This design comes from an exercise in tuning for small area, a short achievable clock period and few clock cycles on the open sky130 flow, not from production work. The RTL was checked by simulation tests, not by an equivalence proof against the original design. Power is estimated from default activity; no workload was simulated.

==> design/flow/design.v <==
module ALU(input [31:0] a, input [31:0] b, input sub, input [2:0] f3, input arith,
 output [31:0] sum, output [31:0] res, output eq, output lt, output ltu);
wire [32:0] s = {1'b0, a} + {1'b0, b ^ {32{sub}}} + {32'b0, sub};
assign sum = s[31:0];
assign eq = (a == b);
assign ltu = ~s[32];
assign lt = (a[31] ^ b[31]) ? a[31] : s[31];
wire left = ~f3[2];
wire [31:0] arev;
genvar i;
generate for (i = 0; i < 32; i = i + 1) begin : rv
 assign arev[i] = a[31-i];
end endgenerate
wire [31:0] shin = left ? arev : a;
wire fill = arith & a[31] & ~left;
wire signed [32:0] shs = {fill, shin};
wire [32:0] shx = shs >>> b[4:0];
wire [31:0] shr = shx[31:0];
wire [31:0] shl;
generate for (i = 0; i < 32; i = i + 1) begin : rv2
 assign shl[i] = shr[31-i];
end endgenerate
reg [31:0] r;
always @(*) begin
 case (f3)
 3'b000: r = sum;
 3'b001: r = shl;
 3'b010: r = {31'b0, lt};
 3'b011: r = {31'b0, ltu};
 3'b100: r = a ^ b;
 3'b101: r = shr;
 3'b110: r = a | b;
 default: r = a & b;
 endcase
end
assign res = r;
endmodule
module RegFile(input clk, input rst,
 input [4:0] ra1, input [4:0] ra2, output [31:0] rd1, output [31:0] rd2,
 input we, input [4:0] wa, input [31:0] wd);
reg [31:0] r [1:31];
reg [31:1] v;
always @(posedge clk)
 if (we) r[wa] <= wd;
always @(posedge clk or posedge rst)
 if (rst) v <= 31'b0;
 else if (we) v[wa] <= 1'b1;
assign rd1 = (ra1 != 5'd0 && v[ra1]) ? r[ra1] : 32'b0;
assign rd2 = (ra2 != 5'd0 && v[ra2]) ? r[ra2] : 32'b0;
endmodule
module LoadAlign(input [31:0] w, input [1:0] a, input [2:0] f3, output [31:0] d);
wire [15:0] h = a[1] ? w[31:16] : w[15:0];
wire [7:0] b = a[0] ? h[15:8] : h[7:0];
wire sgn = ~f3[2] & (f3[0] ? h[15] : b[7]);
assign d = f3[1] ? w : f3[0] ? {{16{sgn}}, h} : {{24{sgn}}, b};
endmodule
module StoreLanes(input [31:0] v, input [1:0] a, input [1:0] sz, output [31:0] wdata, output [3:0] strb);
assign wdata = sz[1] ? v : sz[0] ? {2{v[15:0]}} : {4{v[7:0]}};
assign strb = sz[1] ? 4'b1111 : sz[0] ? (a[1] ? 4'b1100 : 4'b0011) :
 (4'b0001 << a);
endmodule
module DataPath(input clk, input rst,
 output [31:0] imem_addr, input [31:0] imem_rdata,
 output [31:0] dmem_addr, output [31:0] dmem_wdata, output [3:0] dmem_wstrb,
 input [31:0] dmem_rdata,
 output halted);
reg [31:2] fa;       
reg [31:2] pcd;      
reg dv;              
reg [31:2] ir;       
reg [31:2] pce;      
reg ev;              
reg dep;             
reg m_ld, w_ld;      
reg w_wr;            
reg [4:0] m_rd, w_rd;
reg [2:0] m_f3, w_f3;
reg [1:0] m_a, w_a;
reg [31:2] ma;       
reg [31:0] wd;       
reg [3:0] ws;        
reg halt_r;
assign imem_addr = {fa, 2'b00};
assign dmem_addr = {ma, m_a};
assign dmem_wdata = wd;
assign dmem_wstrb = ws;
assign halted = halt_r;
wire [4:0] opc = ir[6:2];
wire [2:0] f3 = ir[14:12];
wire [4:0] rs1 = ir[19:15];
wire [4:0] rs2 = ir[24:20];
wire [4:0] rd = ir[11:7];
wire i_lui   = ~opc[4] &  opc[3] &  opc[2] &  opc[0];
wire i_auipc = ~opc[4] & ~opc[3] &  opc[2] &  opc[0];
wire i_op    = ~opc[4] &  opc[3] &  opc[2] & ~opc[0];
wire i_opimm = ~opc[4] & ~opc[3] &  opc[2] & ~opc[0];
wire i_load  = ~opc[4] & ~opc[3] & ~opc[2] & ~opc[0];
wire i_store = ~opc[4] &  opc[3] & ~opc[2];
wire i_br    =  opc[4] & ~opc[2] & ~opc[0];
wire i_jalr  =  opc[4] & ~opc[2] & ~opc[1] & opc[0];
wire i_jal   =  opc[4] &  opc[1];
wire i_sys   =  opc[4] &  opc[2];
wire wr_rd   = (~opc[4] & opc[2]) | (opc[4] & opc[0]);
wire [31:0] imm_i = {{20{ir[31]}}, ir[31:20]};
wire [31:0] imm_s = {{20{ir[31]}}, ir[31:25], ir[11:7]};
wire [31:0] imm_b = {{19{ir[31]}}, ir[31], ir[7], ir[30:25], ir[11:8], 1'b0};
wire [31:0] imm_u = {ir[31:12], 12'b0};
wire [31:0] imm_j = {{11{ir[31]}}, ir[31], ir[19:12], ir[20], ir[30:21], 1'b0};
wire [31:0] r1, r2;
wire rf_we;
wire [4:0] rf_wa;
wire [31:0] rf_wd;
RegFile RF(clk, rst, rs1, rs2, r1, r2, rf_we, rf_wa, rf_wd);
wire e_stall = w_ld | dep;
wire e_go = ev & ~e_stall & ~halt_r;
wire [31:0] opb = (i_op | i_br) ? r2 : i_store ? imm_s : imm_i;
wire sub = i_br | ((i_op | i_opimm) & (f3[2:1] == 2'b01)) | (i_op & ir[30] & (f3 == 3'b000));
wire [31:0] sum, alu_res;
wire eq, lt, ltu;
ALU alu(r1, opb, sub, f3, ir[30], sum, alu_res, eq, lt, ltu);
wire [31:2] pimm = i_br ? imm_b[31:2] : i_jal ? imm_j[31:2] : imm_u[31:2];
wire [31:2] pc_imm = pce + pimm;
wire [31:2] pc_4 = pce + 30'd1;
wire cond = f3[2] ? (f3[1] ? ltu : lt) : eq;
wire taken = i_jal | i_jalr | (i_br & (cond ^ f3[0]));
wire redirect = e_go & taken;
wire [31:2] target = i_jalr ? sum[31:2] : pc_imm;
wire [31:0] e_res = i_lui ? imm_u : i_auipc ? {pc_imm, 2'b00} :
 (i_jal | i_jalr) ? {pc_4, 2'b00} : alu_res;
wire [31:0] ld_val;
LoadAlign LA(dmem_rdata, w_a, w_f3, ld_val);
assign rf_we = w_wr | (e_go & wr_rd);
assign rf_wa = w_ld ? w_rd : rd;
assign rf_wd = w_ld ? ld_val : e_res;
wire [31:0] st_data;
wire [3:0] st_strb;
StoreLanes SL(r2, sum[1:0], f3[1:0], st_data, st_strb);
wire acc = ~(ev & e_stall);              
wire ev_n = acc ? (dv & ~redirect) : ev;
wire m_ld_n = e_go & i_load;
wire refetch = dv & ~acc;                
wire hold = m_ld & ev_n;                 
wire [4:0] nopc = imem_rdata[6:2];
wire n_rs1 = ~((~nopc[4] & nopc[2] & nopc[0]) | (nopc[4] & nopc[1]));
wire n_rs2 = (nopc[3] & ~nopc[2]) | (nopc[4] & ~nopc[2] & ~nopc[0]) | (~nopc[4] & nopc[3] & nopc[2] & ~nopc[0]);
wire dep_n = m_ld_n & dv & (rd != 5'd0) &
 ((n_rs1 & (imem_rdata[19:15] == rd)) | (n_rs2 & (imem_rdata[24:20] == rd)));
always @(posedge clk or posedge rst) begin
 if (rst) begin
  fa <= 30'd0;
  dv <= 1'b0;
  ev <= 1'b0;
  dep <= 1'b0;
  m_ld <= 1'b0;
  w_ld <= 1'b0;
  w_wr <= 1'b0;
  ws <= 4'b0;
  halt_r <= 1'b0;
 end else begin
  fa <= redirect ? target : refetch ? pcd : hold ? fa : fa + 30'd1;
  dv <= ~(redirect | refetch | hold);
  ev <= ev_n;
  dep <= dep_n;
  m_ld <= m_ld_n;
  w_ld <= m_ld;
  w_wr <= m_ld & ~(e_go & wr_rd & (rd == m_rd));
  ws <= (e_go & i_store) ? st_strb : 4'b0;
  halt_r <= halt_r | (e_go & i_sys & ir[20]);
 end
end
always @(posedge clk) begin
 pcd <= fa;
 if (acc) begin
  ir <= imem_rdata[31:2];
  pce <= pcd;
 end
 ma <= sum[31:2];
 m_a <= sum[1:0];
 wd <= st_data;
 m_rd <= rd;
 m_f3 <= f3;
 w_rd <= m_rd;
 w_f3 <= m_f3;
 w_a <= m_a;
end
endmodule
==> design/flow/run.sh <==
#!/bin/bash
# synth_recipe.tcl (not shown) runs the flow's synth.tcl, then flattens the netlist and writes it again
# the make line also repeats each setting of config.mk as NAME=value (left out here)
make -C /OpenROAD-flow-scripts/flow DESIGN_CONFIG=/design/flow/config.mk WORK_HOME=/design/flow/orfs CLKGATE_MAP_FILE= SYNTH_SCRIPT=/design/flow/synth_recipe.tcl finish
==> design/flow/config.mk <==
export PLATFORM = sky130hd
export DESIGN_NAME = DataPath
export DESIGN_NICKNAME = DataPath
export VERILOG_FILES = /design/flow/design.v
export SDC_FILE = /design/flow/constraint.sdc
export NUM_CORES = 4
export LEC_CHECK = 0
export CAP_MARGIN = 20
export CORE_MARGIN = 2
export CORE_UTILIZATION = 40
export PLACE_DENSITY = 0.6
export SLEW_MARGIN = 20
==> design/flow/constraint.sdc <==
create_clock -name core_clock -period 20.0 [get_ports {clk}]
set_input_delay 4.0000 -clock core_clock [delete_from_list [all_inputs] [get_ports {clk}]]
set_output_delay 4.0000 -clock core_clock [all_outputs]
set_load 0.01 [all_outputs]
==> metrics.cfg <==
[run_status]
status = finished clean

[layout]
fin_util_pct = 45.8
area_growth_pct = 13.7
layout_common_cells = edfxtp_1 (1052), mux4_2 (497), nand2_1 (320), a21oi_1 (276), mux2i_1 (273)
drive_gt1_share_pct = 20.2
finalNetCount = 5140
final_common_cell = edfxtp_1

[cts]
insertion_delay_ns = 0.81
clkTransAtPathRegs_ns = 0.06
cts_root_buffer = clkbuf_16
cts_buffers = 132
cts_setup_buffers = 0
cts.sinks = 1246
cts_tree = done
htree_levels = 4
cts_resized = 0
ctsLongestPathBuffers = 3
cts_hold_buf = 0

[routing]
routed_wl_um = 246000
ant_nets = 0
first_pass_iters = 6
vias = 46900
drc = 0
via_per_inst = 6.49
wl_per_cell_um = 34.1
drt_iter0_drc = 6258

[grt]
antenna_found_initial = 4
grt-ovfl-total = 0
grt_pass1_wl_um = 343000
grt_max_degree = 120
grt_pass1_vias = 45300
grt_usage_pct = 28.6

[min_path]
hold_path_depth = 0
min-delay-path-class = reg -> reg

[setup_path]
endpoint_kind = register
cp-start-kind = register
crit_type = reg -> reg
cp_max_fo = 85
crit_required_ns = 20.70
arrival_ns = 11.39
rr_worst_depth = 25

[synthesis]
ys_warn_count = 3
synthFlopType = edfxtp_1
yosysUniqueCellTypes = 92
avgSynthCellArea_um2 = 13.9
ys_seq_area_share_pct = 53.7
synth-seq-cells = 1246
postSynth.asyncResetShare_pct = 5.78
synthCells = 4809
synth-edff-count = 1052
synth_area_mm2 = 0.0667

[sta]
post-route-min-period_ns = 10.69
clock_skew_ns = 0.0550
maxSlewHeadroom_pct = 11.8
setup_tns_ns = 0
worst_slew_pin_slew_ns = 1.32
final_hold_viol_count = 0
setup_viol = 0
drv_slew = 0
final.setup.worst_slack_ns = 9.31
period_share_pct = 53.5
rsz0062_at_grt = false
fmax_mhz = 93.5

[die]
die_area_mm2 = 0.170
die_height_um = 412
start_util_pct = 40.3
coreArea_mm2 = 0.165
row_count = 149
io_pins = 167
die_x_um = 412

[placement]
place_ws_ns = 9.39
numPortBuffers = 162
gp_congestion = 1.01
dpl.hpwl_um = 161000

[pwr]
power_density_mw_per_mm2 = 101
ir_drop_mv = 0.0913
leakage_nw = 26.6

[flow_run]
drv_cap = 0

## critical path, cell delays in order, from the launching register on
cell	delay (ns)
dfxtp_4	0.80
buf_12	0.64
buf_4	0.69
buf_4	0.78
mux4_2	0.61
mux4_2	0.52
mux2i_1	0.15
nor2_1	0.17
nand2_1	0.23
nand2_1	0.14
xnor2_1	0.15
ha_1	0.23
a21o_1	0.17
a21oi_1	0.20
o31ai_1	0.12
a221oi_1	0.69
a21oi_1	0.22
o211a_1	0.27
a2111oi_0	0.74
o21ai_0	0.22
a211oi_1	0.99
a221oi_2	0.29
xnor2_1	0.25
a31oi_4	0.19
buf_4	0.51
mux2i_1	0.27
## where the power goes
group / leakage [nW] / internal, mW / switching, mW
Sequential: 11.6 / 3.15 / 0.177
Clock: 2.09 / 1.39 / 1.08
Combinational: 12.9 / 0.663 / 1.21
Total: 26.6 / 5.20 / 2.47
## per-layer routing
metal	part of all wire, %	vias to the layer above	GRT usage, %
li1	-	19500	-
met1	39	24200	37.8
met2	45	2731	44.1
met3	9.9	525	6.16
met4	5.9	2	15.1
met5	0.0073	-	0
## path summary, 6_finish.rpt
kind	startpoint	to	slack, ns
setup reg to reg	register	fa[21]	9.31
min in group asynchronous	rst	ev	3.78
max in group asynchronous	rst	fa[16]	15.65
setup / recovery	register	fa[21]	9.31
hold reg to reg	m_f3[0]	w_f3[0]	0.33
hold / removal	m_f3[0]	w_f3[0]	0.33
## layout make-up
cell class / count / area, µm²
Antenna cell: 4 / 10.0
Clock buffer: 171 / 3540
Clock inverter: 64 / 769
Fill cell: 14500 / 89500
Inverter: 107 / 409
Multi-Input combinational cell: 3120 / 29500
Sequential cell: 1246 / 35900
Tap cell: 2189 / 2740
Timing Repair Buffer: 325 / 2940
## cell families after synthesis
logic type      after synthesis  share of synthesized area (%)
flops                      1246                           53.7
compound gates             1057                           10.6
simple gates                960                           6.59
mux                         822                           21.8
buf+inv                     444                           2.82
fa+ha+maj                   142                           2.69
xor+xnor                    137                           1.80
other cells                   1                        0.00562
## per-stage QoR
step / hold WS, ns / instance area [µm²] / total power [mW] / instances
2_1_floorplan: 0.310 / 66700 / 4.37 / 4810
3_3_place_gp: 0.310 / 71400 / 5.18 / 6983
3_5_place_dp: 0.312 / 71400 / 5.20 / 6985
4_1_cts: 0.327 / 75800 / 7.66 / 7220
5_1_grt: 0.338 / 75800 / 7.91 / 7222
6_report: 0.328 / 75800 / 7.67 / 7226
## sequential cells by signal, indices dropped and copies added, names as in the netlist, 2 cells and up, named ones only
name / cells
m_f3: 3
wd: 32
w_rd: 5
w_f3: 3
m_a: 2
pce: 30
ma: 30
pcd: 30
ws: 4
w_a: 2
ir: 30
m_rd: 5
RF.r: 992
RF.v: 31
fa: 30
## synth_stat cells, drive strengths merged, types with 103 or more instances
cell type | n | area share (%)
clkbuf | 189 | 1.1
a21oi | 282 | 2.1
buf | 148 | 1.1
dfxtp | 122 | 3.7
edfxtp | 1052 | 47
ha | 140 | 2.6
nor2 | 291 | 1.6
inv | 103 | 0.58
o21ai | 149 | 1.1
nand2 | 321 | 1.8
mux2i | 275 | 4.1
mux4 | 497 | 17
Testbench counts, summed over its fixed seeds: cycles 16,145.

separate check: timing with driven ports:
In the flow no input, the clock included, has a driving cell. The finished layout below was timed again as built, in two steps.
Step 1 assumes that a clkbuf_16 drives the clock port and a buf_2 every other input.
Step 2 adds t to the input delays and takes it off the output delays; t is the mean of the earliest and latest rising clock arrival at the registers after step 1. Input paths then give back, and output paths get back, about the clock's delay inside the block.
a / b / c = ideal / step 1 / step 2; a / b = the first two.
t (ns): 0.867
setup WS [ns]: 9.309 / 9.309 / 9.309
worst register clock-pin slew, ns: 0.07 / 0.07
pins driven straight from the clock port: 1
After both steps this run still meets setup and hold. The setup slack of this run moves by 0.000 ns with the drivers and by 0.000 ns with both steps.
